Source: an optimization exercise on an open RTL-to-GDS flow (aim: small area, a short achievable clock period and few clock cycles per item). Production flows keep margins and buffers that such runs may drop.
At most, simulation tests tie the RTL to the original design; equivalence was not proved.
Power figures rest on the tool's default switching activity, not on a simulated workload.

Design ntt_core, start of the top module:
module ntt_core #(
    parameter WIDTH = 24
)(
    input  wire          clk,
    input  wire          rst_n,
    input  wire          start,
    output reg           done,
    output reg  [7:0]    ram_addr_a,
    output reg           ram_we_a,
    output reg  [WIDTH-1:0] ram_wdata_a,
    input  wire [WIDTH-1:0] ram_rdata_a,
    output reg  [7:0]    ram_addr_b,
    output reg           ram_we_b,
    output reg  [WIDTH-1:0] ram_wdata_b,
    input  wire [WIDTH-1:0] ram_rdata_b
);
export LEC_CHECK = 0
export CAP_MARGIN = 20
export CORE_MARGIN = 2
export CORE_UTILIZATION = 40
export SLEW_MARGIN = 20
create_clock -name core_clock -period 10.0 [get_ports {clk}]
standard.sh (not shown) runs the stock make flow with config.mk's settings and CLKGATE_MAP_FILE= SYNTH_SCRIPT=/design/flow/synth_recipe.tcl, a recipe that flattens the netlist after the stock synthesis.
==> flow/flow/run.sh <==
#!/bin/bash
# Layout flow: the standard ORFS flow (standard synthesis unchanged), with the
# setup repair aiming for more slack than the 10 ns clock needs, so that the
# resizer works on the design's real critical paths.
set -euo pipefail
MARGIN=$(cat flow/margin.txt)
bash standard.sh SETUP_SLACK_MARGIN=$MARGIN finish > standard.log 2>&1
==> flow/flow/margin.txt <==
6.5
Testbench counts at the start, summed over its fixed seeds: cycles 29,240, transforms 24.
Change:
--- a/flow/design.v
+++ b/flow/design.v
@@ -15,23 +15,24 @@
             assign b2[i] = (h & ~m & ~l) | (~h & m & l);
         end
     endgenerate
 endmodule
 module modmul (
     input  wire        clk,
     input  wire [22:0] a,
     input  wire [11:0] bn,
     input  wire [11:0] b1,
     input  wire [11:0] b2,
-    output reg  [23:0] r
+    output reg  [24:0] r
 );
     localparam [24:0] Q = 25'd8380417;
+    localparam [24:0] NE = -25'd1055743;
     reg c0;
     reg c1;
     reg c2;
     reg c3;
     reg c4;
     reg c5;
     reg c6;
     reg c7;
     reg c8;
     reg c9;
@@ -1121,44 +1122,39 @@
     wire [33:0] r1a = {1'b0, p[45:13]};
     wire [33:0] r1b = {21'd0, p[12:0]};
     wire [33:0] r1c = {11'd0, ~p[12:0], 10'd0};
     wire [33:0] sm1 = r1a ^ r1b ^ r1c;
     wire [33:0] cy1 = (r1a & r1b) | (r1a & r1c) | (r1b & r1c);
     wire [23:0] r2a = {3'd0, t1[33:13]};
     wire [23:0] r2b = {11'd0, t1[12:0]};
     wire [23:0] r2c = {1'b0, ~t1[12:0], 10'd0};
     wire [23:0] sm2 = r2a ^ r2b ^ r2c;
     wire [23:0] cy2 = (r2a & r2b) | (r2a & r2c) | (r2b & r2c);
+    wire [24:0] q2a = {1'b0, sm2};
+    wire [24:0] q2b = {cy2, 1'b0};
+    wire [24:0] sm3 = q2a ^ q2b ^ NE;
+    wire [24:0] cy3 = (q2a & q2b) | (q2a & NE) | (q2b & NE);
     always @(posedge clk) begin
         p  <= ps + pc;
         t1 <= sm1 + {cy1[32:0], 1'b0};
-        r  <= sm2 + {cy2[22:0], 1'b0};
+        r  <= sm3 + {cy3[23:0], 1'b0};
     end
 endmodule
 `timescale 1ns / 1ps
 module bfly_add1 (
     input  wire [22:0] u,
-    input  wire [23:0] x,      
+    input  wire [24:0] x,      
     output wire [24:0] s,      
     output wire [24:0] d       
 );
-    localparam [24:0] KS = -25'd1055743;        
-    localparam [24:0] KD = 25'd1055744;         
-    wire [24:0] uu = {2'd0, u};
-    wire [24:0] xs = {1'b0, x};
-    wire [24:0] xd = ~{1'b0, x};
-    wire [24:0] ss = uu ^ xs ^ KS;
-    wire [24:0] sc = (uu & xs) | (uu & KS) | (xs & KS);
-    wire [24:0] ds = uu ^ xd ^ KD;
-    wire [24:0] dc = (uu & xd) | (uu & KD) | (xd & KD);
-    assign s = ss + {sc[23:0], 1'b0};
-    assign d = ds + {dc[23:0], 1'b0};
+    assign s = {2'd0, u} + x;
+    assign d = {2'd0, u} - x;
 endmodule
 module bfly_red (
     input  wire [24:0] a,      
     output wire [22:0] r       
 );
     wire        neg = a[24];
     wire        ge  = ~neg & (a[23] | ((&a[22:13]) & (|a[12:0])));    
     wire [22:0] ap  = a[22:0] - 23'd8191;                                
     wire [22:0] am  = a[22:0] + 23'd8191;                                
     assign r = neg ? ap : (ge ? am : a[22:0]);
@@ -1237,21 +1233,21 @@
     wire [7:0]  pb_n   = useb_n ? {yb_n, brv4(xb_n)} : {xb_n, brv4(yb_n)};
     wire        pwe_n  = (pj_n >= 3'd2);
     reg  [22:0] V;                  
     reg  [22:0] H;                  
     reg  [24:0] SA, DA;             
     reg  [22:0] U1, U2, U3, U4, U5; 
     reg  [7:0]  tidx;               
     reg  [7:0]  tidxn;              
     reg  [22:0] Z;                  
     reg  [11:0] Wn, W1, W2;         
-    wire [23:0] T;                  
+    wire [24:0] T;                  
     wire [24:0] SA_n, DA_n;
     wire [22:0] S_n, D_n;
     wire [22:0] z_rom;
     wire [11:0] zn, z1, z2;
     wire [1:0]  ph = cn[1:0] - 2'd1;     
     wire [22:0] S  = ram_wdata_a[22:0];    
     wire [22:0] D  = ram_wdata_b[22:0];
     wire [10:0] ci  = cn + 11'd2;
     wire [7:0]  gk  = ci[9:2];
     wire [7:0]  gz1 = (ci[1:0] == 2'd2) ? gk : gk - 8'd1;    
@@ -1290,41 +1286,42 @@
         W1   <= z1;
         W2   <= z2;
         SA   <= SA_n;
         DA   <= DA_n;
         if (ph == 2'd0) H <= D;
         case (ph)
             2'd1, 2'd3: V <= ram_rdata_b[22:0];
             2'd0:       V <= S;
             default:    V <= H;
         endcase
-        if (prm) begin
-            ram_wdata_a <= {1'b0, ram_rdata_a[22:0]};
-            ram_wdata_b <= {1'b0, ram_rdata_b[22:0]};
-        end else begin
-            ram_wdata_a <= {1'b0, S_n};
-            ram_wdata_b <= {1'b0, D_n};
-        end
         U1 <= U2;
         U2 <= U3;
         U3 <= (ph == 2'd2) ? S : U4;
         U4 <= U5;
         U5 <= (ph == 2'd2) ? D : ram_rdata_a[22:0];
     end
     always @(posedge clk or negedge rst_n) begin
         if (!rst_n) begin
             run <= 1'b0; prm <= 1'b0; done <= 1'b0;
             cn <= 11'd1; pj <= 3'd0; pd <= 4'd1; pm <= 2'd0;
             ram_we_a <= 1'b0; ram_we_b <= 1'b0;
             ram_addr_a <= 8'd64; ram_addr_b <= 8'd192;
+            ram_wdata_a <= {WIDTH{1'b0}}; ram_wdata_b <= {WIDTH{1'b0}};
         end else begin
             done <= 1'b0;
+            if (prm) begin
+                ram_wdata_a <= {1'b0, ram_rdata_a[22:0]};
+                ram_wdata_b <= {1'b0, ram_rdata_b[22:0]};
+            end else begin
+                ram_wdata_a <= {1'b0, S_n};
+                ram_wdata_b <= {1'b0, D_n};
+            end
             if (idle) begin
                 ram_we_a <= 1'b0; ram_we_b <= 1'b0;
                 cn <= 11'd1;
                 if (start) begin
                     run <= 1'b1;
                     cn <= 11'd2;
                 end
             end else if (run) begin
                 cn <= cn + 11'd1;
                 if (cn == CC_LAST + 11'd1) begin
Total power rises by 10%.
Count of clock-buffer cells in the layout is unchanged.
Routed wire length falls by 2.1%.
Sequential power rises by about 2%.
Global-route usage falls by 0.48 points.
Sequential cell count rises by 1.
Combinational power rises by 20%.
Design area rises by 0.71%.
Clock power rises by about 3%.
Worst setup slack is worse by 130 ps.
Die area rises by 0.66%.
Core utilization rises by 0.13 points.
Function not checked in the second run of this note: the RTL went through the layout flow alone.

-- port drivers added, routing unchanged --
How much do the figures lean on ideal ports? The routed layouts below were timed once more, with nothing changed but the port constraints.
Step 1, drivers: a clkbuf_16 drives clk and a buf_2 each remaining input, both assumed.
Step 2 times the ports against the registers' clock, not the clock port: input delays grow and output delays shrink by t, the midpoint of the rising clock arrivals with the driver on.
Slacks: ideal / step 1 / step 2; pairs: ideal / step 1.
run	t (ns)	setup WS [ns]	hold WS [ns]	worst setup path at the end	latest minus earliest clock arrival (ns)
the first run	0.703	6.513 / 6.490 / 6.451	0.322 / 0.322 / 0.322	input to register	0.030 / 0.031
the second run	0.706	6.385 / 6.385 / 6.385	0.305 / 0.305 / 0.305	register to register	0.035 / 0.034
After both steps setup and hold are still met in every run listed. For the first run, which loses most, drivers alone change the setup slack by -0.023 ns; drivers and shift together by -0.062 ns.
